This is an optimization exercise on Yosys and OpenROAD, whose aim is small area, a short achievable clock period and few clock cycles per item, not a production implementation.
The RTL was checked by simulation tests, not by an equivalence proof against the original design.
Power figures rest on the tool's default switching activity, not on a simulated workload.

File: config.mk
export PLATFORM = sky130hd
export DESIGN_NAME = complex_multiplier
export DESIGN_NICKNAME = complex_multiplier
export VERILOG_FILES = /design/flow/design.v
export SDC_FILE = /design/flow/constraint.sdc
export NUM_CORES = 4
export LEC_CHECK = 0
export CAP_MARGIN = 20
export CORE_MARGIN = 2
export CORE_UTILIZATION = 40
export SETUP_SLACK_MARGIN = 5
export SLEW_MARGIN = 20
export SYNTH_HIERARCHICAL = 1
export SYNTH_MINIMUM_KEEP_SIZE = 0
File: constraint.sdc
create_clock -name core_clock -period 10.0 [get_ports {clk}]
set_input_delay 2.0000 -clock core_clock [delete_from_list [all_inputs] [get_ports {clk}]]
set_output_delay 2.0000 -clock core_clock [all_outputs]
set_load 0.01 [all_outputs]
File: design.v
`default_nettype none
`timescale 1ns / 1ps
module cm_mul (input wire [15:0] x, input wire [7:0] one, input wire [7:0] two, input wire [7:0] neg,
               output wire [14:0] a, output wire [14:0] b, output wire cl, output wire sgn);
    wire pp0_0;
    wire pp0_1;
    wire pp0_2;
    wire pp0_3;
    wire pp0_4;
    wire pp0_5;
    wire pp0_6;
    wire pp0_7;
    wire pp0_8;
    wire pp0_9;
    wire pp0_10;
    wire pp0_11;
    wire pp0_12;
    wire pp0_13;
    wire pp0_14;
    wire pp0_15;
    wire pp0_16;
    wire pp0_16_n;
    wire pp1_0;
    wire pp1_1;
    wire pp1_2;
    wire pp1_3;
    wire pp1_4;
    wire pp1_5;
    wire pp1_6;
    wire pp1_7;
    wire pp1_8;
    wire pp1_9;
    wire pp1_10;
    wire pp1_11;
    wire pp1_12;
    wire pp1_13;
    wire pp1_14;
    wire pp1_15;
    wire pp1_16;
    wire pp1_16_n;
    wire pp2_0;
    wire pp2_1;
    wire pp2_2;
    wire pp2_3;
    wire pp2_4;
    wire pp2_5;
    wire pp2_6;
    wire pp2_7;
    wire pp2_8;
    wire pp2_9;
    wire pp2_10;
    wire pp2_11;
    wire pp2_12;
    wire pp2_13;
    wire pp2_14;
    wire pp2_15;
    wire pp2_16;
    wire pp2_16_n;
    wire pp3_0;
    wire pp3_1;
    wire pp3_2;
    wire pp3_3;
    wire pp3_4;
    wire pp3_5;
    wire pp3_6;
    wire pp3_7;
    wire pp3_8;
    wire pp3_9;
    wire pp3_10;
    wire pp3_11;
    wire pp3_12;
    wire pp3_13;
    wire pp3_14;
    wire pp3_15;
    wire pp3_16;
    wire pp3_16_n;
    wire pp4_0;
    wire pp4_1;
    wire pp4_2;
    wire pp4_3;
    wire pp4_4;
    wire pp4_5;
    wire pp4_6;
    wire pp4_7;
    wire pp4_8;
    wire pp4_9;
    wire pp4_10;
    wire pp4_11;
    wire pp4_12;
    wire pp4_13;
    wire pp4_14;
    wire pp4_15;
    wire pp4_16;
    wire pp4_16_n;
    wire pp5_0;
    wire pp5_1;
    wire pp5_2;
    wire pp5_3;
    wire pp5_4;
    wire pp5_5;
    wire pp5_6;
    wire pp5_7;
    wire pp5_8;
    wire pp5_9;
    wire pp5_10;
    wire pp5_11;
    wire pp5_12;
    wire pp5_13;
    wire pp5_14;
    wire pp5_15;
    wire pp5_16;
    wire pp5_16_n;
    wire pp6_0;
    wire pp6_1;
    wire pp6_2;
    wire pp6_3;
    wire pp6_4;
    wire pp6_5;
    wire pp6_6;
    wire pp6_7;
    wire pp6_8;
    wire pp6_9;
    wire pp6_10;
    wire pp6_11;
    wire pp6_12;
    wire pp6_13;
    wire pp6_14;
    wire pp6_15;
    wire pp7_0;
    wire pp7_1;
    wire pp7_2;
    wire pp7_3;
    wire pp7_4;
    wire pp7_5;
    wire pp7_6;
    wire pp7_7;
    wire pp7_8;
    wire pp7_9;
    wire pp7_10;
    wire pp7_11;
    wire pp7_12;
    wire pp7_13;
    wire s1;
    wire c2;
    wire s3;
    wire c4;
    wire s5;
    wire c6;
    wire s7;
    wire c8;
    wire s9;
    wire c10;
    wire s11;
    wire c12;
    wire s13;
    wire c14;
    wire s15;
    wire c16;
    wire s17;
    wire c18;
    wire s19;
    wire c20;
    wire s21;
    wire c22;
    wire s23;
    wire c24;
    wire s25;
    wire c26;
    wire s27;
    wire c28;
    wire s29;
    wire c30;
    wire s31;
    wire c32;
    wire s33;
    wire c34;
    wire s35;
    wire c36;
    wire s37;
    wire c38;
    wire s39;
    wire c40;
    wire s41;
    wire c42;
    wire s43;
    wire c44;
    wire s45;
    wire c46;
    wire s47;
    wire c48;
    wire s49;
    wire c50;
    wire s51;
    wire c52;
    wire s53;
    wire c54;
    wire s55;
    wire c56;
    wire s57;
    wire c58;
    wire s59;
    wire c60;
    wire s61;
    wire c62;
    wire s63;
    wire c64;
    wire s65;
    wire c66;
    wire s67;
    wire c68;
    wire s69;
    wire c70;
    wire s71;
    wire c72;
    wire s73;
    wire c74;
    wire s75;
    wire c76;
    wire s77;
    wire c78;
    wire s79;
    wire c80;
    wire s81;
    wire c82;
    wire s83;
    wire c84;
    wire s85;
    wire c86;
    wire s87;
    wire c88;
    wire s89;
    wire c90;
    wire s91;
    wire c92;
    wire s93;
    wire c94;
    wire s95;
    wire c96;
    wire s97;
    wire c98;
    wire s99;
    wire c100;
    wire s101;
    wire c102;
    wire s103;
    wire c104;
    wire s105;
    wire c106;
    wire s107;
    wire c108;
    wire s109;
    wire c110;
    wire s111;
    wire c112;
    wire s113;
    wire c114;
    wire s115;
    wire c116;
    wire s117;
    wire c118;
    wire s119;
    wire c120;
    wire s121;
    wire c122;
    wire s123;
    wire c124;
    wire s125;
    wire c126;
    wire s127;
    wire c128;
    wire s129;
    wire c130;
    wire s131;
    wire c132;
    wire s133;
    wire c134;
    wire s135;
    wire c136;
    wire s137;
    wire c138;
    wire s139;
    wire c140;
    wire s141;
    wire c142;
    wire s143;
    wire c144;
    wire s145;
    wire c146;
    wire s147;
    wire c148;
    wire s149;
    wire c150;
    wire s151;
    wire c152;
    wire s153;
    wire c154;
    wire s155;
    wire c156;
    wire s157;
    wire c158;
    wire s159;
    wire c160;
    wire s161;
    wire c162;
    wire s163;
    wire c164;
    wire s165;
    wire c166;
    wire s167;
    wire c168;
    wire s169;
    wire c170;
    wire s171;
    wire c172;
    wire s173;
    wire c174;
    wire s175;
    wire c176;
    wire s177;
    wire c178;
    wire s179;
    wire c180;
    wire s181;
    wire c182;
    wire s183;
    wire c184;
    wire s185;
    wire c186;
    wire s187;
    wire c188;
    wire s189;
    wire c190;
    wire s191;
    wire c192;
    wire s193;
    wire c194;
    wire s195;
    wire c196;
    wire s197;
    wire c198;
    wire s199;
    wire c200;
    wire s201;
    wire c202;
    wire s203;
    wire c204;
    wire s205;
    wire c206;
    wire s207;
    wire c208;
    wire s209;
    wire c210;
    wire s211;
    wire c212;
    wire s213;
    wire c214;
    wire s215;
    wire c216;
    wire s217;
    wire c218;
    wire s219;
    wire c220;
    cm_bsel u_pp0_0 (.one(one[0]), .two(two[0]), .neg(neg[0]), .xj(x[0]), .xjm(1'b0), .pp(pp0_0));
    cm_bsel u_pp0_1 (.one(one[0]), .two(two[0]), .neg(neg[0]), .xj(x[1]), .xjm(x[0]), .pp(pp0_1));
    cm_bsel u_pp0_2 (.one(one[0]), .two(two[0]), .neg(neg[0]), .xj(x[2]), .xjm(x[1]), .pp(pp0_2));
    cm_bsel u_pp0_3 (.one(one[0]), .two(two[0]), .neg(neg[0]), .xj(x[3]), .xjm(x[2]), .pp(pp0_3));
    cm_bsel u_pp0_4 (.one(one[0]), .two(two[0]), .neg(neg[0]), .xj(x[4]), .xjm(x[3]), .pp(pp0_4));
    cm_bsel u_pp0_5 (.one(one[0]), .two(two[0]), .neg(neg[0]), .xj(x[5]), .xjm(x[4]), .pp(pp0_5));
    cm_bsel u_pp0_6 (.one(one[0]), .two(two[0]), .neg(neg[0]), .xj(x[6]), .xjm(x[5]), .pp(pp0_6));
    cm_bsel u_pp0_7 (.one(one[0]), .two(two[0]), .neg(neg[0]), .xj(x[7]), .xjm(x[6]), .pp(pp0_7));
    cm_bsel u_pp0_8 (.one(one[0]), .two(two[0]), .neg(neg[0]), .xj(x[8]), .xjm(x[7]), .pp(pp0_8));
    cm_bsel u_pp0_9 (.one(one[0]), .two(two[0]), .neg(neg[0]), .xj(x[9]), .xjm(x[8]), .pp(pp0_9));
    cm_bsel u_pp0_10 (.one(one[0]), .two(two[0]), .neg(neg[0]), .xj(x[10]), .xjm(x[9]), .pp(pp0_10));
    cm_bsel u_pp0_11 (.one(one[0]), .two(two[0]), .neg(neg[0]), .xj(x[11]), .xjm(x[10]), .pp(pp0_11));
    cm_bsel u_pp0_12 (.one(one[0]), .two(two[0]), .neg(neg[0]), .xj(x[12]), .xjm(x[11]), .pp(pp0_12));
    cm_bsel u_pp0_13 (.one(one[0]), .two(two[0]), .neg(neg[0]), .xj(x[13]), .xjm(x[12]), .pp(pp0_13));
    cm_bsel u_pp0_14 (.one(one[0]), .two(two[0]), .neg(neg[0]), .xj(x[14]), .xjm(x[13]), .pp(pp0_14));
    cm_bsel u_pp0_15 (.one(one[0]), .two(two[0]), .neg(neg[0]), .xj(x[15]), .xjm(x[14]), .pp(pp0_15));
    cm_bsel u_pp0_16 (.one(one[0]), .two(two[0]), .neg(neg[0]), .xj(x[15]), .xjm(x[15]), .pp(pp0_16_n));
    assign pp0_16 = ~pp0_16_n;
    cm_bsel u_pp1_0 (.one(one[1]), .two(two[1]), .neg(neg[1]), .xj(x[0]), .xjm(1'b0), .pp(pp1_0));
    cm_bsel u_pp1_1 (.one(one[1]), .two(two[1]), .neg(neg[1]), .xj(x[1]), .xjm(x[0]), .pp(pp1_1));
    cm_bsel u_pp1_2 (.one(one[1]), .two(two[1]), .neg(neg[1]), .xj(x[2]), .xjm(x[1]), .pp(pp1_2));
    cm_bsel u_pp1_3 (.one(one[1]), .two(two[1]), .neg(neg[1]), .xj(x[3]), .xjm(x[2]), .pp(pp1_3));
    cm_bsel u_pp1_4 (.one(one[1]), .two(two[1]), .neg(neg[1]), .xj(x[4]), .xjm(x[3]), .pp(pp1_4));
    cm_bsel u_pp1_5 (.one(one[1]), .two(two[1]), .neg(neg[1]), .xj(x[5]), .xjm(x[4]), .pp(pp1_5));
    cm_bsel u_pp1_6 (.one(one[1]), .two(two[1]), .neg(neg[1]), .xj(x[6]), .xjm(x[5]), .pp(pp1_6));
    cm_bsel u_pp1_7 (.one(one[1]), .two(two[1]), .neg(neg[1]), .xj(x[7]), .xjm(x[6]), .pp(pp1_7));
    cm_bsel u_pp1_8 (.one(one[1]), .two(two[1]), .neg(neg[1]), .xj(x[8]), .xjm(x[7]), .pp(pp1_8));
    cm_bsel u_pp1_9 (.one(one[1]), .two(two[1]), .neg(neg[1]), .xj(x[9]), .xjm(x[8]), .pp(pp1_9));
    cm_bsel u_pp1_10 (.one(one[1]), .two(two[1]), .neg(neg[1]), .xj(x[10]), .xjm(x[9]), .pp(pp1_10));
    cm_bsel u_pp1_11 (.one(one[1]), .two(two[1]), .neg(neg[1]), .xj(x[11]), .xjm(x[10]), .pp(pp1_11));
    cm_bsel u_pp1_12 (.one(one[1]), .two(two[1]), .neg(neg[1]), .xj(x[12]), .xjm(x[11]), .pp(pp1_12));
    cm_bsel u_pp1_13 (.one(one[1]), .two(two[1]), .neg(neg[1]), .xj(x[13]), .xjm(x[12]), .pp(pp1_13));
    cm_bsel u_pp1_14 (.one(one[1]), .two(two[1]), .neg(neg[1]), .xj(x[14]), .xjm(x[13]), .pp(pp1_14));
    cm_bsel u_pp1_15 (.one(one[1]), .two(two[1]), .neg(neg[1]), .xj(x[15]), .xjm(x[14]), .pp(pp1_15));
    cm_bsel u_pp1_16 (.one(one[1]), .two(two[1]), .neg(neg[1]), .xj(x[15]), .xjm(x[15]), .pp(pp1_16_n));
    assign pp1_16 = ~pp1_16_n;
    cm_bsel u_pp2_0 (.one(one[2]), .two(two[2]), .neg(neg[2]), .xj(x[0]), .xjm(1'b0), .pp(pp2_0));
    cm_bsel u_pp2_1 (.one(one[2]), .two(two[2]), .neg(neg[2]), .xj(x[1]), .xjm(x[0]), .pp(pp2_1));
    cm_bsel u_pp2_2 (.one(one[2]), .two(two[2]), .neg(neg[2]), .xj(x[2]), .xjm(x[1]), .pp(pp2_2));
    cm_bsel u_pp2_3 (.one(one[2]), .two(two[2]), .neg(neg[2]), .xj(x[3]), .xjm(x[2]), .pp(pp2_3));
    cm_bsel u_pp2_4 (.one(one[2]), .two(two[2]), .neg(neg[2]), .xj(x[4]), .xjm(x[3]), .pp(pp2_4));
    cm_bsel u_pp2_5 (.one(one[2]), .two(two[2]), .neg(neg[2]), .xj(x[5]), .xjm(x[4]), .pp(pp2_5));
    cm_bsel u_pp2_6 (.one(one[2]), .two(two[2]), .neg(neg[2]), .xj(x[6]), .xjm(x[5]), .pp(pp2_6));
    cm_bsel u_pp2_7 (.one(one[2]), .two(two[2]), .neg(neg[2]), .xj(x[7]), .xjm(x[6]), .pp(pp2_7));
    cm_bsel u_pp2_8 (.one(one[2]), .two(two[2]), .neg(neg[2]), .xj(x[8]), .xjm(x[7]), .pp(pp2_8));
    cm_bsel u_pp2_9 (.one(one[2]), .two(two[2]), .neg(neg[2]), .xj(x[9]), .xjm(x[8]), .pp(pp2_9));
    cm_bsel u_pp2_10 (.one(one[2]), .two(two[2]), .neg(neg[2]), .xj(x[10]), .xjm(x[9]), .pp(pp2_10));
    cm_bsel u_pp2_11 (.one(one[2]), .two(two[2]), .neg(neg[2]), .xj(x[11]), .xjm(x[10]), .pp(pp2_11));
    cm_bsel u_pp2_12 (.one(one[2]), .two(two[2]), .neg(neg[2]), .xj(x[12]), .xjm(x[11]), .pp(pp2_12));
    cm_bsel u_pp2_13 (.one(one[2]), .two(two[2]), .neg(neg[2]), .xj(x[13]), .xjm(x[12]), .pp(pp2_13));
    cm_bsel u_pp2_14 (.one(one[2]), .two(two[2]), .neg(neg[2]), .xj(x[14]), .xjm(x[13]), .pp(pp2_14));
    cm_bsel u_pp2_15 (.one(one[2]), .two(two[2]), .neg(neg[2]), .xj(x[15]), .xjm(x[14]), .pp(pp2_15));
    cm_bsel u_pp2_16 (.one(one[2]), .two(two[2]), .neg(neg[2]), .xj(x[15]), .xjm(x[15]), .pp(pp2_16_n));
    assign pp2_16 = ~pp2_16_n;
    cm_bsel u_pp3_0 (.one(one[3]), .two(two[3]), .neg(neg[3]), .xj(x[0]), .xjm(1'b0), .pp(pp3_0));
    cm_bsel u_pp3_1 (.one(one[3]), .two(two[3]), .neg(neg[3]), .xj(x[1]), .xjm(x[0]), .pp(pp3_1));
    cm_bsel u_pp3_2 (.one(one[3]), .two(two[3]), .neg(neg[3]), .xj(x[2]), .xjm(x[1]), .pp(pp3_2));
    cm_bsel u_pp3_3 (.one(one[3]), .two(two[3]), .neg(neg[3]), .xj(x[3]), .xjm(x[2]), .pp(pp3_3));
    cm_bsel u_pp3_4 (.one(one[3]), .two(two[3]), .neg(neg[3]), .xj(x[4]), .xjm(x[3]), .pp(pp3_4));
    cm_bsel u_pp3_5 (.one(one[3]), .two(two[3]), .neg(neg[3]), .xj(x[5]), .xjm(x[4]), .pp(pp3_5));
    cm_bsel u_pp3_6 (.one(one[3]), .two(two[3]), .neg(neg[3]), .xj(x[6]), .xjm(x[5]), .pp(pp3_6));
    cm_bsel u_pp3_7 (.one(one[3]), .two(two[3]), .neg(neg[3]), .xj(x[7]), .xjm(x[6]), .pp(pp3_7));
    cm_bsel u_pp3_8 (.one(one[3]), .two(two[3]), .neg(neg[3]), .xj(x[8]), .xjm(x[7]), .pp(pp3_8));
    cm_bsel u_pp3_9 (.one(one[3]), .two(two[3]), .neg(neg[3]), .xj(x[9]), .xjm(x[8]), .pp(pp3_9));
    cm_bsel u_pp3_10 (.one(one[3]), .two(two[3]), .neg(neg[3]), .xj(x[10]), .xjm(x[9]), .pp(pp3_10));
    cm_bsel u_pp3_11 (.one(one[3]), .two(two[3]), .neg(neg[3]), .xj(x[11]), .xjm(x[10]), .pp(pp3_11));
    cm_bsel u_pp3_12 (.one(one[3]), .two(two[3]), .neg(neg[3]), .xj(x[12]), .xjm(x[11]), .pp(pp3_12));
    cm_bsel u_pp3_13 (.one(one[3]), .two(two[3]), .neg(neg[3]), .xj(x[13]), .xjm(x[12]), .pp(pp3_13));
    cm_bsel u_pp3_14 (.one(one[3]), .two(two[3]), .neg(neg[3]), .xj(x[14]), .xjm(x[13]), .pp(pp3_14));
    cm_bsel u_pp3_15 (.one(one[3]), .two(two[3]), .neg(neg[3]), .xj(x[15]), .xjm(x[14]), .pp(pp3_15));
    cm_bsel u_pp3_16 (.one(one[3]), .two(two[3]), .neg(neg[3]), .xj(x[15]), .xjm(x[15]), .pp(pp3_16_n));
    assign pp3_16 = ~pp3_16_n;
    cm_bsel u_pp4_0 (.one(one[4]), .two(two[4]), .neg(neg[4]), .xj(x[0]), .xjm(1'b0), .pp(pp4_0));
    cm_bsel u_pp4_1 (.one(one[4]), .two(two[4]), .neg(neg[4]), .xj(x[1]), .xjm(x[0]), .pp(pp4_1));
    cm_bsel u_pp4_2 (.one(one[4]), .two(two[4]), .neg(neg[4]), .xj(x[2]), .xjm(x[1]), .pp(pp4_2));
    cm_bsel u_pp4_3 (.one(one[4]), .two(two[4]), .neg(neg[4]), .xj(x[3]), .xjm(x[2]), .pp(pp4_3));
    cm_bsel u_pp4_4 (.one(one[4]), .two(two[4]), .neg(neg[4]), .xj(x[4]), .xjm(x[3]), .pp(pp4_4));
    cm_bsel u_pp4_5 (.one(one[4]), .two(two[4]), .neg(neg[4]), .xj(x[5]), .xjm(x[4]), .pp(pp4_5));
    cm_bsel u_pp4_6 (.one(one[4]), .two(two[4]), .neg(neg[4]), .xj(x[6]), .xjm(x[5]), .pp(pp4_6));
    cm_bsel u_pp4_7 (.one(one[4]), .two(two[4]), .neg(neg[4]), .xj(x[7]), .xjm(x[6]), .pp(pp4_7));
    cm_bsel u_pp4_8 (.one(one[4]), .two(two[4]), .neg(neg[4]), .xj(x[8]), .xjm(x[7]), .pp(pp4_8));
    cm_bsel u_pp4_9 (.one(one[4]), .two(two[4]), .neg(neg[4]), .xj(x[9]), .xjm(x[8]), .pp(pp4_9));
    cm_bsel u_pp4_10 (.one(one[4]), .two(two[4]), .neg(neg[4]), .xj(x[10]), .xjm(x[9]), .pp(pp4_10));
    cm_bsel u_pp4_11 (.one(one[4]), .two(two[4]), .neg(neg[4]), .xj(x[11]), .xjm(x[10]), .pp(pp4_11));
    cm_bsel u_pp4_12 (.one(one[4]), .two(two[4]), .neg(neg[4]), .xj(x[12]), .xjm(x[11]), .pp(pp4_12));
    cm_bsel u_pp4_13 (.one(one[4]), .two(two[4]), .neg(neg[4]), .xj(x[13]), .xjm(x[12]), .pp(pp4_13));
    cm_bsel u_pp4_14 (.one(one[4]), .two(two[4]), .neg(neg[4]), .xj(x[14]), .xjm(x[13]), .pp(pp4_14));
    cm_bsel u_pp4_15 (.one(one[4]), .two(two[4]), .neg(neg[4]), .xj(x[15]), .xjm(x[14]), .pp(pp4_15));
    cm_bsel u_pp4_16 (.one(one[4]), .two(two[4]), .neg(neg[4]), .xj(x[15]), .xjm(x[15]), .pp(pp4_16_n));
    assign pp4_16 = ~pp4_16_n;
    cm_bsel u_pp5_0 (.one(one[5]), .two(two[5]), .neg(neg[5]), .xj(x[0]), .xjm(1'b0), .pp(pp5_0));
    cm_bsel u_pp5_1 (.one(one[5]), .two(two[5]), .neg(neg[5]), .xj(x[1]), .xjm(x[0]), .pp(pp5_1));
    cm_bsel u_pp5_2 (.one(one[5]), .two(two[5]), .neg(neg[5]), .xj(x[2]), .xjm(x[1]), .pp(pp5_2));
    cm_bsel u_pp5_3 (.one(one[5]), .two(two[5]), .neg(neg[5]), .xj(x[3]), .xjm(x[2]), .pp(pp5_3));
    cm_bsel u_pp5_4 (.one(one[5]), .two(two[5]), .neg(neg[5]), .xj(x[4]), .xjm(x[3]), .pp(pp5_4));
    cm_bsel u_pp5_5 (.one(one[5]), .two(two[5]), .neg(neg[5]), .xj(x[5]), .xjm(x[4]), .pp(pp5_5));
    cm_bsel u_pp5_6 (.one(one[5]), .two(two[5]), .neg(neg[5]), .xj(x[6]), .xjm(x[5]), .pp(pp5_6));
    cm_bsel u_pp5_7 (.one(one[5]), .two(two[5]), .neg(neg[5]), .xj(x[7]), .xjm(x[6]), .pp(pp5_7));
    cm_bsel u_pp5_8 (.one(one[5]), .two(two[5]), .neg(neg[5]), .xj(x[8]), .xjm(x[7]), .pp(pp5_8));
    cm_bsel u_pp5_9 (.one(one[5]), .two(two[5]), .neg(neg[5]), .xj(x[9]), .xjm(x[8]), .pp(pp5_9));
    cm_bsel u_pp5_10 (.one(one[5]), .two(two[5]), .neg(neg[5]), .xj(x[10]), .xjm(x[9]), .pp(pp5_10));
    cm_bsel u_pp5_11 (.one(one[5]), .two(two[5]), .neg(neg[5]), .xj(x[11]), .xjm(x[10]), .pp(pp5_11));
    cm_bsel u_pp5_12 (.one(one[5]), .two(two[5]), .neg(neg[5]), .xj(x[12]), .xjm(x[11]), .pp(pp5_12));
    cm_bsel u_pp5_13 (.one(one[5]), .two(two[5]), .neg(neg[5]), .xj(x[13]), .xjm(x[12]), .pp(pp5_13));
    cm_bsel u_pp5_14 (.one(one[5]), .two(two[5]), .neg(neg[5]), .xj(x[14]), .xjm(x[13]), .pp(pp5_14));
    cm_bsel u_pp5_15 (.one(one[5]), .two(two[5]), .neg(neg[5]), .xj(x[15]), .xjm(x[14]), .pp(pp5_15));
    cm_bsel u_pp5_16 (.one(one[5]), .two(two[5]), .neg(neg[5]), .xj(x[15]), .xjm(x[15]), .pp(pp5_16_n));
    assign pp5_16 = ~pp5_16_n;
    cm_bsel u_pp6_0 (.one(one[6]), .two(two[6]), .neg(neg[6]), .xj(x[0]), .xjm(1'b0), .pp(pp6_0));
    cm_bsel u_pp6_1 (.one(one[6]), .two(two[6]), .neg(neg[6]), .xj(x[1]), .xjm(x[0]), .pp(pp6_1));
    cm_bsel u_pp6_2 (.one(one[6]), .two(two[6]), .neg(neg[6]), .xj(x[2]), .xjm(x[1]), .pp(pp6_2));
    cm_bsel u_pp6_3 (.one(one[6]), .two(two[6]), .neg(neg[6]), .xj(x[3]), .xjm(x[2]), .pp(pp6_3));
    cm_bsel u_pp6_4 (.one(one[6]), .two(two[6]), .neg(neg[6]), .xj(x[4]), .xjm(x[3]), .pp(pp6_4));
    cm_bsel u_pp6_5 (.one(one[6]), .two(two[6]), .neg(neg[6]), .xj(x[5]), .xjm(x[4]), .pp(pp6_5));
    cm_bsel u_pp6_6 (.one(one[6]), .two(two[6]), .neg(neg[6]), .xj(x[6]), .xjm(x[5]), .pp(pp6_6));
    cm_bsel u_pp6_7 (.one(one[6]), .two(two[6]), .neg(neg[6]), .xj(x[7]), .xjm(x[6]), .pp(pp6_7));
    cm_bsel u_pp6_8 (.one(one[6]), .two(two[6]), .neg(neg[6]), .xj(x[8]), .xjm(x[7]), .pp(pp6_8));
    cm_bsel u_pp6_9 (.one(one[6]), .two(two[6]), .neg(neg[6]), .xj(x[9]), .xjm(x[8]), .pp(pp6_9));
    cm_bsel u_pp6_10 (.one(one[6]), .two(two[6]), .neg(neg[6]), .xj(x[10]), .xjm(x[9]), .pp(pp6_10));
    cm_bsel u_pp6_11 (.one(one[6]), .two(two[6]), .neg(neg[6]), .xj(x[11]), .xjm(x[10]), .pp(pp6_11));
    cm_bsel u_pp6_12 (.one(one[6]), .two(two[6]), .neg(neg[6]), .xj(x[12]), .xjm(x[11]), .pp(pp6_12));
    cm_bsel u_pp6_13 (.one(one[6]), .two(two[6]), .neg(neg[6]), .xj(x[13]), .xjm(x[12]), .pp(pp6_13));
    cm_bsel u_pp6_14 (.one(one[6]), .two(two[6]), .neg(neg[6]), .xj(x[14]), .xjm(x[13]), .pp(pp6_14));
    cm_bsel u_pp6_15 (.one(one[6]), .two(two[6]), .neg(neg[6]), .xj(x[15]), .xjm(x[14]), .pp(pp6_15));
    cm_bsel u_pp7_0 (.one(one[7]), .two(two[7]), .neg(neg[7]), .xj(x[0]), .xjm(1'b0), .pp(pp7_0));
    cm_bsel u_pp7_1 (.one(one[7]), .two(two[7]), .neg(neg[7]), .xj(x[1]), .xjm(x[0]), .pp(pp7_1));
    cm_bsel u_pp7_2 (.one(one[7]), .two(two[7]), .neg(neg[7]), .xj(x[2]), .xjm(x[1]), .pp(pp7_2));
    cm_bsel u_pp7_3 (.one(one[7]), .two(two[7]), .neg(neg[7]), .xj(x[3]), .xjm(x[2]), .pp(pp7_3));
    cm_bsel u_pp7_4 (.one(one[7]), .two(two[7]), .neg(neg[7]), .xj(x[4]), .xjm(x[3]), .pp(pp7_4));
    cm_bsel u_pp7_5 (.one(one[7]), .two(two[7]), .neg(neg[7]), .xj(x[5]), .xjm(x[4]), .pp(pp7_5));
    cm_bsel u_pp7_6 (.one(one[7]), .two(two[7]), .neg(neg[7]), .xj(x[6]), .xjm(x[5]), .pp(pp7_6));
    cm_bsel u_pp7_7 (.one(one[7]), .two(two[7]), .neg(neg[7]), .xj(x[7]), .xjm(x[6]), .pp(pp7_7));
    cm_bsel u_pp7_8 (.one(one[7]), .two(two[7]), .neg(neg[7]), .xj(x[8]), .xjm(x[7]), .pp(pp7_8));
    cm_bsel u_pp7_9 (.one(one[7]), .two(two[7]), .neg(neg[7]), .xj(x[9]), .xjm(x[8]), .pp(pp7_9));
    cm_bsel u_pp7_10 (.one(one[7]), .two(two[7]), .neg(neg[7]), .xj(x[10]), .xjm(x[9]), .pp(pp7_10));
    cm_bsel u_pp7_11 (.one(one[7]), .two(two[7]), .neg(neg[7]), .xj(x[11]), .xjm(x[10]), .pp(pp7_11));
    cm_bsel u_pp7_12 (.one(one[7]), .two(two[7]), .neg(neg[7]), .xj(x[12]), .xjm(x[11]), .pp(pp7_12));
    cm_bsel u_pp7_13 (.one(one[7]), .two(two[7]), .neg(neg[7]), .xj(x[13]), .xjm(x[12]), .pp(pp7_13));
    cm_ha u_s1 (.a(pp0_10), .b(pp1_8), .s(s1), .co(c2));
    cm_ha u_s3 (.a(pp0_11), .b(pp1_9), .s(s3), .co(c4));
    cm_fa u_s5 (.a(pp0_12), .b(pp1_10), .ci(pp2_8), .s(s5), .co(c6));
    cm_ha u_s7 (.a(pp3_6), .b(pp4_4), .s(s7), .co(c8));
    cm_fa u_s9 (.a(pp0_13), .b(pp1_11), .ci(pp2_9), .s(s9), .co(c10));
    cm_ha u_s11 (.a(pp3_7), .b(pp4_5), .s(s11), .co(c12));
    cm_fa u_s13 (.a(pp0_14), .b(pp1_12), .ci(pp2_10), .s(s13), .co(c14));
    cm_fa u_s15 (.a(pp3_8), .b(pp4_6), .ci(pp5_4), .s(s15), .co(c16));
    cm_ha u_s17 (.a(pp6_2), .b(pp7_0), .s(s17), .co(c18));
    cm_fa u_s19 (.a(pp0_15), .b(pp1_13), .ci(pp2_11), .s(s19), .co(c20));
    cm_fa u_s21 (.a(pp3_9), .b(pp4_7), .ci(pp5_5), .s(s21), .co(c22));
    cm_ha u_s23 (.a(pp6_3), .b(pp7_1), .s(s23), .co(c24));
    cm_fa u_s25 (.a(pp0_16), .b(pp1_14), .ci(pp2_12), .s(s25), .co(c26));
    cm_fa u_s27 (.a(pp3_10), .b(pp4_8), .ci(pp5_6), .s(s27), .co(c28));
    assign s29 = ~(pp6_4 ^ pp7_2);
    assign c30 = pp6_4 | pp7_2;
    cm_fa u_s31 (.a(pp1_15), .b(pp2_13), .ci(pp3_11), .s(s31), .co(c32));
    cm_fa u_s33 (.a(pp4_9), .b(pp5_7), .ci(pp6_5), .s(s33), .co(c34));
    assign s35 = ~pp7_3;
    assign c36 = pp7_3;
    cm_fa u_s37 (.a(pp1_16), .b(pp2_14), .ci(pp3_12), .s(s37), .co(c38));
    cm_fa u_s39 (.a(pp4_10), .b(pp5_8), .ci(pp6_6), .s(s39), .co(c40));
    cm_fa u_s41 (.a(pp2_15), .b(pp3_13), .ci(pp4_11), .s(s41), .co(c42));
    cm_ha u_s43 (.a(pp5_9), .b(pp6_7), .s(s43), .co(c44));
    cm_fa u_s45 (.a(pp2_16), .b(pp3_14), .ci(pp4_12), .s(s45), .co(c46));
    cm_ha u_s47 (.a(pp3_15), .b(pp4_13), .s(s47), .co(c48));
    cm_ha u_s49 (.a(pp0_6), .b(pp1_4), .s(s49), .co(c50));
    cm_ha u_s51 (.a(pp0_7), .b(pp1_5), .s(s51), .co(c52));
    cm_fa u_s53 (.a(pp0_8), .b(pp1_6), .ci(pp2_4), .s(s53), .co(c54));
    cm_ha u_s55 (.a(pp3_2), .b(pp4_0), .s(s55), .co(c56));
    cm_fa u_s57 (.a(pp0_9), .b(pp1_7), .ci(pp2_5), .s(s57), .co(c58));
    cm_ha u_s59 (.a(pp3_3), .b(pp4_1), .s(s59), .co(c60));
    cm_fa u_s61 (.a(s1), .b(pp2_6), .ci(pp3_4), .s(s61), .co(c62));
    cm_fa u_s63 (.a(pp4_2), .b(pp5_0), .ci(neg[5]), .s(s63), .co(c64));
    cm_fa u_s65 (.a(s3), .b(pp2_7), .ci(pp3_5), .s(s65), .co(c66));
    cm_fa u_s67 (.a(pp4_3), .b(pp5_1), .ci(c2), .s(s67), .co(c68));
    cm_fa u_s69 (.a(s5), .b(s7), .ci(pp5_2), .s(s69), .co(c70));
    cm_fa u_s71 (.a(pp6_0), .b(neg[6]), .ci(c4), .s(s71), .co(c72));
    cm_fa u_s73 (.a(s9), .b(s11), .ci(pp5_3), .s(s73), .co(c74));
    cm_fa u_s75 (.a(pp6_1), .b(c6), .ci(c8), .s(s75), .co(c76));
    cm_fa u_s77 (.a(s13), .b(s15), .ci(s17), .s(s77), .co(c78));
    cm_fa u_s79 (.a(neg[7]), .b(c10), .ci(c12), .s(s79), .co(c80));
    cm_fa u_s81 (.a(s19), .b(s21), .ci(s23), .s(s81), .co(c82));
    cm_fa u_s83 (.a(c14), .b(c16), .ci(c18), .s(s83), .co(c84));
    cm_fa u_s85 (.a(s25), .b(s27), .ci(s29), .s(s85), .co(c86));
    cm_fa u_s87 (.a(c20), .b(c22), .ci(c24), .s(s87), .co(c88));
    cm_fa u_s89 (.a(s31), .b(s33), .ci(s35), .s(s89), .co(c90));
    cm_fa u_s91 (.a(c26), .b(c28), .ci(c30), .s(s91), .co(c92));
    cm_fa u_s93 (.a(s37), .b(s39), .ci(pp7_4), .s(s93), .co(c94));
    cm_fa u_s95 (.a(c32), .b(c34), .ci(c36), .s(s95), .co(c96));
    cm_fa u_s97 (.a(s41), .b(s43), .ci(pp7_5), .s(s97), .co(c98));
    assign s99 = ~(c38 ^ c40);
    assign c100 = c38 | c40;
    cm_fa u_s101 (.a(s45), .b(pp5_10), .ci(pp6_8), .s(s101), .co(c102));
    cm_fa u_s103 (.a(pp7_6), .b(c42), .ci(c44), .s(s103), .co(c104));
    cm_fa u_s105 (.a(s47), .b(pp5_11), .ci(pp6_9), .s(s105), .co(c106));
    assign s107 = ~(pp7_7 ^ c46);
    assign c108 = pp7_7 | c46;
    cm_fa u_s109 (.a(pp3_16), .b(pp4_14), .ci(pp5_12), .s(s109), .co(c110));
    cm_fa u_s111 (.a(pp6_10), .b(pp7_8), .ci(c48), .s(s111), .co(c112));
    cm_fa u_s113 (.a(pp4_15), .b(pp5_13), .ci(pp6_11), .s(s113), .co(c114));
    assign s115 = ~pp7_9;
    assign c116 = pp7_9;
    cm_fa u_s117 (.a(pp4_16), .b(pp5_14), .ci(pp6_12), .s(s117), .co(c118));
    cm_ha u_s119 (.a(pp5_15), .b(pp6_13), .s(s119), .co(c120));
    cm_ha u_s121 (.a(pp0_4), .b(pp1_2), .s(s121), .co(c122));
    cm_ha u_s123 (.a(pp0_5), .b(pp1_3), .s(s123), .co(c124));
    cm_fa u_s125 (.a(s49), .b(pp2_2), .ci(pp3_0), .s(s125), .co(c126));
    cm_fa u_s127 (.a(s51), .b(pp2_3), .ci(pp3_1), .s(s127), .co(c128));
    cm_fa u_s129 (.a(s53), .b(s55), .ci(neg[4]), .s(s129), .co(c130));
    cm_fa u_s131 (.a(s57), .b(s59), .ci(c54), .s(s131), .co(c132));
    cm_fa u_s133 (.a(s61), .b(s63), .ci(c58), .s(s133), .co(c134));
    cm_fa u_s135 (.a(s65), .b(s67), .ci(c62), .s(s135), .co(c136));
    cm_fa u_s137 (.a(s69), .b(s71), .ci(c66), .s(s137), .co(c138));
    cm_fa u_s139 (.a(s73), .b(s75), .ci(c70), .s(s139), .co(c140));
    cm_fa u_s141 (.a(s77), .b(s79), .ci(c74), .s(s141), .co(c142));
    cm_fa u_s143 (.a(s81), .b(s83), .ci(c78), .s(s143), .co(c144));
    cm_fa u_s145 (.a(s85), .b(s87), .ci(c82), .s(s145), .co(c146));
    cm_fa u_s147 (.a(s89), .b(s91), .ci(c86), .s(s147), .co(c148));
    cm_fa u_s149 (.a(s93), .b(s95), .ci(c90), .s(s149), .co(c150));
    cm_fa u_s151 (.a(s97), .b(s99), .ci(c94), .s(s151), .co(c152));
    cm_fa u_s153 (.a(s101), .b(s103), .ci(c98), .s(s153), .co(c154));
    cm_fa u_s155 (.a(s105), .b(s107), .ci(c102), .s(s155), .co(c156));
    cm_fa u_s157 (.a(s109), .b(s111), .ci(c106), .s(s157), .co(c158));
    cm_fa u_s159 (.a(s113), .b(s115), .ci(c110), .s(s159), .co(c160));
    cm_fa u_s161 (.a(s117), .b(pp7_10), .ci(c114), .s(s161), .co(c162));
    assign s163 = ~(s119 ^ pp7_11);
    assign c164 = s119 | pp7_11;
    cm_fa u_s165 (.a(pp5_16), .b(pp6_14), .ci(pp7_12), .s(s165), .co(c166));
    cm_ha u_s167 (.a(pp6_15), .b(pp7_13), .s(s167), .co(c168));
    cm_ha u_s169 (.a(pp0_2), .b(pp1_0), .s(s169), .co(c170));
    cm_ha u_s171 (.a(pp0_3), .b(pp1_1), .s(s171), .co(c172));
    cm_fa u_s173 (.a(s121), .b(pp2_0), .ci(neg[2]), .s(s173), .co(c174));
    cm_fa u_s175 (.a(s123), .b(pp2_1), .ci(c122), .s(s175), .co(c176));
    cm_fa u_s177 (.a(s125), .b(neg[3]), .ci(c124), .s(s177), .co(c178));
    cm_fa u_s179 (.a(s127), .b(c50), .ci(c126), .s(s179), .co(c180));
    cm_fa u_s181 (.a(s129), .b(c52), .ci(c128), .s(s181), .co(c182));
    cm_fa u_s183 (.a(s131), .b(c56), .ci(c130), .s(s183), .co(c184));
    cm_fa u_s185 (.a(s133), .b(c60), .ci(c132), .s(s185), .co(c186));
    cm_fa u_s187 (.a(s135), .b(c64), .ci(c134), .s(s187), .co(c188));
    cm_fa u_s189 (.a(s137), .b(c68), .ci(c136), .s(s189), .co(c190));
    cm_fa u_s191 (.a(s139), .b(c72), .ci(c138), .s(s191), .co(c192));
    cm_fa u_s193 (.a(s141), .b(c76), .ci(c140), .s(s193), .co(c194));
    cm_fa u_s195 (.a(s143), .b(c80), .ci(c142), .s(s195), .co(c196));
    cm_fa u_s197 (.a(s145), .b(c84), .ci(c144), .s(s197), .co(c198));
    cm_fa u_s199 (.a(s147), .b(c88), .ci(c146), .s(s199), .co(c200));
    cm_fa u_s201 (.a(s149), .b(c92), .ci(c148), .s(s201), .co(c202));
    cm_fa u_s203 (.a(s151), .b(c96), .ci(c150), .s(s203), .co(c204));
    cm_fa u_s205 (.a(s153), .b(c100), .ci(c152), .s(s205), .co(c206));
    cm_fa u_s207 (.a(s155), .b(c104), .ci(c154), .s(s207), .co(c208));
    cm_fa u_s209 (.a(s157), .b(c108), .ci(c156), .s(s209), .co(c210));
    cm_fa u_s211 (.a(s159), .b(c112), .ci(c158), .s(s211), .co(c212));
    cm_fa u_s213 (.a(s161), .b(c116), .ci(c160), .s(s213), .co(c214));
    cm_fa u_s215 (.a(s163), .b(c118), .ci(c162), .s(s215), .co(c216));
    cm_fa u_s217 (.a(s165), .b(c120), .ci(c164), .s(s217), .co(c218));
    assign s219 = ~(s167 ^ c166);
    assign c220 = s167 | c166;
    wire [27:0] ra = {s219, s217, s215, s213, s211, s209, s207, s205, s203, s201, s199, s197, s195, s193, s191, s189, s187, s185, s183, s181, s179, s177, s175, s173, s171, s169, pp0_1, pp0_0};
    wire [27:0] rb = {c218, c216, c214, c212, c210, c208, c206, c204, c202, c200, c198, c196, c194, c192, c190, c188, c186, c184, c182, c180, c178, c176, c174, c172, c170, neg[1], 1'b0, neg[0]};
    wire [13:0] lo = ra[12:0] + rb[12:0];
    assign cl = lo[13];
    assign a = ra[27:13];
    assign b = rb[27:13];
    assign sgn = (x[15] ^ neg[7]) & (|x) & (|(one | two));
endmodule
module cm_fa (input wire a, input wire b, input wire ci, output wire s, output wire co);
    assign s = a ^ b ^ ci;
    assign co = (a & b) | (a & ci) | (b & ci);
endmodule
module cm_ha (input wire a, input wire b, output wire s, output wire co);
    assign s = a ^ b;
    assign co = a & b;
endmodule
module cm_bsel (input wire one, input wire two, input wire neg, input wire xj, input wire xjm, output wire pp);
    assign pp = ((one & xj) | (two & xjm)) ^ neg;
endmodule
`default_nettype none
`timescale 1ns / 1ps
module complex_multiplier
#(
    parameter INTEGER_WIDTH = 3,
    parameter FRACTIONAL_WIDTH = 13
)
(
    input  wire                                          clk,
    input  wire                                          rst_n,
    input  wire                                          input_a_tvalid,
    output wire                                          input_a_tready,
    input  wire [2*(INTEGER_WIDTH+FRACTIONAL_WIDTH)-1:0] input_a_tdata,
    input  wire                                          input_b_tvalid,
    output wire                                          input_b_tready,
    input  wire [2*(INTEGER_WIDTH+FRACTIONAL_WIDTH)-1:0] input_b_tdata,
    output reg                                           output_prod_tvalid,
    input  wire                                          output_prod_tready,
    output wire [2*(INTEGER_WIDTH+FRACTIONAL_WIDTH)-1:0] output_prod_tdata
);
    reg         v0, v1, q1v;
    reg  [15:0] ar, ai;
    reg  [23:0] br, bi;     
    function [23:0] booth_enc;
        input [15:0] y;
        integer k;
        reg y2, y1, y0;
        begin
            for (k = 0; k < 8; k = k + 1) begin
                y2 = y[2*k+1];
                y1 = y[2*k];
                y0 = (k == 0) ? 1'b0 : y[2*k-1];
                booth_enc[k]      = y1 ^ y0;                                    
                booth_enc[8 + k]  = (y2 & ~y1 & ~y0) | (~y2 & y1 & y0);         
                booth_enc[16 + k] = y2;                                         
            end
        end
    endfunction
    reg  [31:0] q0, q1;
    wire take = output_prod_tready;                     
    wire en1  = ~v1 | ~q1v | take;                      
    wire en0  = ~v0 | en1;
    wire rdy  = ~(v0 & v1 & q1v);
    assign input_a_tready = rdy;
    assign input_b_tready = rdy;
    assign output_prod_tdata = q0;
    wire fire = input_a_tvalid & input_b_tvalid & rdy;
    wire mv1  = v1 & en1;                               
    always @(posedge clk) begin
        if (!rst_n) begin
            v0 <= 1'b0;
            v1 <= 1'b0;
            output_prod_tvalid <= 1'b0;
            q1v <= 1'b0;
        end else begin
            if (en0) v0 <= fire;
            if (en1) v1 <= v0;
            if (~output_prod_tvalid | take)
                output_prod_tvalid <= q1v | mv1;
            if (q1v) begin
                if (take) q1v <= mv1;
            end else begin
                q1v <= mv1 & output_prod_tvalid & ~take;
            end
        end
    end
    wire [14:0] m_a0, m_a1, m_a2, m_a3;
    wire [14:0] m_b0, m_b1, m_b2, m_b3;
    wire [3:0]  m_c, m_s;
    reg  [14:0] c_a0, c_a1, c_a2, c_a3;
    reg  [14:0] c_b0, c_b1, c_b2, c_b3;
    reg  [3:0]  c_c, c_s;
    cm_mul mul_rr1 (.x(ar), .one(br[7:0]), .two(br[15:8]), .neg(br[23:16]), .a(m_a0), .b(m_b0), .cl(m_c[0]), .sgn(m_s[0]));
    cm_mul mul_rr2 (.x(ai), .one(bi[7:0]), .two(bi[15:8]), .neg(bi[23:16]), .a(m_a1), .b(m_b1), .cl(m_c[1]), .sgn(m_s[1]));
    cm_mul mul_ri1 (.x(ar), .one(bi[7:0]), .two(bi[15:8]), .neg(bi[23:16]), .a(m_a2), .b(m_b2), .cl(m_c[2]), .sgn(m_s[2]));
    cm_mul mul_ri2 (.x(ai), .one(br[7:0]), .two(br[15:8]), .neg(br[23:16]), .a(m_a3), .b(m_b3), .cl(m_c[3]), .sgn(m_s[3]));
    wire [14:0] h0 = c_a0 + c_b0 + c_c[0];
    wire [14:0] h1 = c_a1 + c_b1 + c_c[1];
    wire [14:0] h2 = c_a2 + c_b2 + c_c[2];
    wire [14:0] h3 = c_a3 + c_b3 + c_c[3];
    wire [15:0] prod_real = {c_s[0], h0} - {c_s[1], h1};
    wire [15:0] prod_imag = {c_s[2], h2} + {c_s[3], h3};
    always @(posedge clk) begin
        if (en0) begin
            ar <= input_a_tdata[15:0];
            ai <= input_a_tdata[31:16];
            br <= booth_enc(input_b_tdata[15:0]);
            bi <= booth_enc(input_b_tdata[31:16]);
        end
        if (en1) begin
            c_a0 <= m_a0;
            c_a1 <= m_a1;
            c_a2 <= m_a2;
            c_a3 <= m_a3;
            c_b0 <= m_b0;
            c_b1 <= m_b1;
            c_b2 <= m_b2;
            c_b3 <= m_b3;
            c_c <= m_c;
            c_s <= m_s;
        end
        if (~output_prod_tvalid | take)
            q0 <= q1v ? q1 : {prod_imag, prod_real};
        if (~q1v | take)
            q1 <= {prod_imag, prod_real};
    end
endmodule
File: run.sh
#!/bin/bash
# synth_recipe.tcl (not shown) runs the flow's synth.tcl, then flattens the netlist and writes it again
# the make line also repeats each setting of config.mk as NAME=value (left out here)
make -C /OpenROAD-flow-scripts/flow DESIGN_CONFIG=/design/flow/config.mk WORK_HOME=/design/flow/orfs CLKGATE_MAP_FILE= SYNTH_SCRIPT=/design/flow/synth_recipe.tcl finish
==> out/metrics.yaml <==
maxCapViolCount: 0
post-route-period-util_pct: 44.6
setup_viol: 0
clock_sinks: 276
critical_path_required_ns: 10.30
detail_route.drc_violations: 0
drt_iter0_drc: 1521
use_met3_pct: 3.18
globalRouteOverflowTotal: 0
yosysSeqAreaShare_pct: 23.7
grt_pass1_wl_um: 153000
crit_fanout: 34
slew_viol_final: 0
power_leakage_nw: 13.2
use_met1_pct: 30.5
synth_area_mm2: 0.0348
yosys_register_bits: 276
yosysUniqueCellTypes: 54
cts-root-buf: "clkbuf_16"
synth_top_cell_by_area: "edfxtp_1"
gp_congestion: 0.885
finalSetupTns_ns: 0
timing.slew.headroom_pct: 34.7
grt_max_degree: 84
synth_edf_count: 272
dieHeight_um: 299
fp.dieArea_mm2: 0.0893
areaGrowthSynthToFinish_pct: 9.85
syn_inst: 2800
worstSetupStartpointType: "flop"
cts_hold_buf: 0
critPathKind: "flop to flop"
diodes: 0
min_path_type: "flop to flop"
cts_tree: "yes"
die_width_um: 299
endpoint_kind: "flop"
grt_usage_pct: 21.9
antenna_found_initial: 1
total_power_mw: 16.2
final_cell_area_mm2: 0.0382
nets: 3555
avgViaCountPerCell: 5.79
postSynth.asyncResetShare_pct: 0
power_density_mw_per_mm2: 424
start_util_pct: 40.2
ant_nets: 0
final.setup_skew_ns: 0.0338
grt-busiest-layer: "met2"
synth.area.top_cells: "edfxtp_1 (23%), fa_1 (20%), a22oi_2 (19%)"
slowest_delay_ns: 0.55
cts-resized-gates: 0
crit_buf_inv: 1
dp.final_hpwl_um: 63300
fmax_ghz: 0.224
synth_top_area_share_pct: 23.5
wirelength_um: 97800
post_cts_buffers: 0
place_area_mm2: 0.0370
arrival_ns: 4.76
numCtsBuffers: 37
pin_count: 104
core_mm2: 0.0865
status: "finished clean"
dr.pass1.iters: 5
port_buffers: 103
cp_top_family: "adder cells"
period_needed_ns: 4.46
grt_pass1_vias: 25400
yosys_warnings: 7
rows: 108
syn_area_per_cell_um2: 12.4
hold_viol: 0
cts_max_level: 2
rsz0062_at_grt: "false"
cts_buffer_depth: 3
ir_drop_mv: 0.388
met2_usage_pct: 35.1
cpMaxStageDelayCell: "fa_1"
routedWlPerCell_um: 23.8
synthFlopType: "edfxtp_1"
clkLatencyLatePin_ns: 0.58
num_vias: 23800
cpMostUsedCell: "fa_1"
place_inst: 4038
final_cells: 4101
drive_gt1_share_pct: 24.0
cts.clk_slew.worst_paths_ns: 0.06
path_cells: "buf_4 -> a22oi_2 -> xnor2_1 -> fa_1 -> fa_1 -> fa_1 -> fa_1 -> ha_1 -> a31oi_1 -> o2bb2ai_1 -> a31oi_1"
worst_slew_pin_slew_ns: 0.973
cell usage after synthesis (all sizes together) (14+ instances only):
library cell	instances
xnor2	576
buf	125
a31oi	18
nor2	37
nand2	62
a21o	29
fa	350
a22oi	528
nand4	17
o21ai	72
a21oi	71
nand2b	23
edfxtp	272
xor2	50
mux2	18
o211ai	14
nor4	33
ha	214
inv	130
nand3b	15
Yosys stat by module, one instance, submodules excluded:
| module | flops+latches | cells | times used |
|---|---|---|---|
| complex_multiplier | 276 | 940 | 1 |
| cm_mul | 0 | 98 | 4 |
| cm_bsel | 0 | 2 | 528 |
| cm_fa | 0 | 1 | 340 |
| cm_ha | 0 | 1 | 72 |
cell usage in the layout, fill, tap and decap left out, types with 17 or more instances in the layout:
cell type	Yosys	final
fa_1	350	350
clkbuf_16	0	37
inv_1	130	129
xor2_1	50	50
a31oi_1	18	18
conb_1	4	32
nor2_1	37	37
clkdlybuf4s50_1	0	103
mux2_2	18	18
ha_1	214	214
a21o_1	29	29
nor4_1	25	25
buf_4	121	85
a21oi_1	71	71
xnor2_1	576	576
edfxtp_1	272	272
nand4_1	17	17
a22oi_2	528	528
o21ai_0	65	65
nand2_1	62	62
nand2b_1	23	22
flip-flops by register name (all words and copies together), names as in the netlist, 16 cells and up:
signal / cells
q0: 32
br: 24
ar: 16
bi: 24
q1: 32
ai: 16
cell families after synthesis:
| kind of cell | count (synthesis) | share of synthesized area [%] |
|---|---|---|
| AOI/OAI and AO/OA | 802 | 24.0 |
| DFF | 276 | 23.7 |
| adders and majority gates | 564 | 27.9 |
| xor gates and xnor gates | 626 | 15.8 |
| other | 4 | 0.0432 |
| and+or+nand+nor | 246 | 3.84 |
| muxes | 18 | 0.583 |
| buffers and inverters | 264 | 4.18 |
where the power goes:
group	leakage, nW	internal, mW	total, mW	switching [mW]
logic	9.70	5.21	12.1	6.88
clock network	0.574	0.734	1.27	0.541
registers	2.93	2.68	2.84	0.161
total	13.2	8.63	16.2	7.58
through the flow:
| stage | utilization (%) | hold WS [ns] | setup WS (ns) |
|---|---|---|---|
| 2_1_floorplan | - | 0.435 | 3.69 |
| 3_3_place_gp | 42.8 | 0.449 | 5.50 |
| 3_5_place_dp | 42.8 | 0.464 | 5.42 |
| 4_1_cts | 44.1 | 0.484 | 5.63 |
| 5_1_grt | 44.2 | 0.513 | 5.35 |
| 6_report | 44.2 | 0.482 | 5.54 |
per-layer routing:
metal / wire length, um / share of wire (%) / vias up
li1: - / - / 10500
met3: 6050 / 6.2 / 162
met4: 3170 / 3.2 / 0
met5: 0 / 0 / -
met1: 43400 / 44 / 12200
met2: 45200 / 46 / 887
worst paths after layout:
path         endpoint  startpoint  slack [ns]  cells after the start
max            c_c[1]      ai[12]        5.54                     11
min                v1          v0        0.48                      2
max reg2reg    c_c[1]      ai[12]        5.54                     11
min reg2reg        v1          v0        0.48                      2
worst reg2reg max path: cells and delay by family (launching register included):
kind / cells / cell delay [ns]
flip-flops: 1 / 0.32
AO/OA/AOI/OAI: 4 / 0.78
adder cells (fa/ha/maj): 5 / 2.35
buffers and inverters: 1 / 0.54
XOR/XNOR: 1 / 0.20
layout make-up:
class	instances	area (um2)
sequential	276	8250
timing repair buffer	189	1680
inverter	130	488
fill	8025	48300
clock buffer	38	930
tap	1155	1450
clock inverter	25	223
multi-input combinational	2288	25200
Testbench counts, summed over its fixed seeds: cycles 12,024, items 12,000.

==> static timing again, ports no longer ideal <==
No port has a modelled driver above. Below, the same layout with a new extraction and two added sets of constraints.
Step 1 sets driving cells, clkbuf_16 on the clock port and buf_2 on the other inputs (assumed; they add their load-dependent delay and slew).
Step 2, shift: input delay + t, output delay - t, t = (earliest + latest rising clock arrival at the registers) / 2. This alone moves slack from input paths to output paths.
Slacks: ideal ports / drivers / drivers and shift; pairs: ideal ports / drivers.
t, ns: 0.626
setup slack, ns: 5.541 / 5.541 / 5.541
hold slack, ns: 0.482 / 0.482 / 0.482
After both steps setup and hold are still met in this run. The setup slack of this run moves by 0.000 ns with the drivers and by 0.000 ns with both steps.
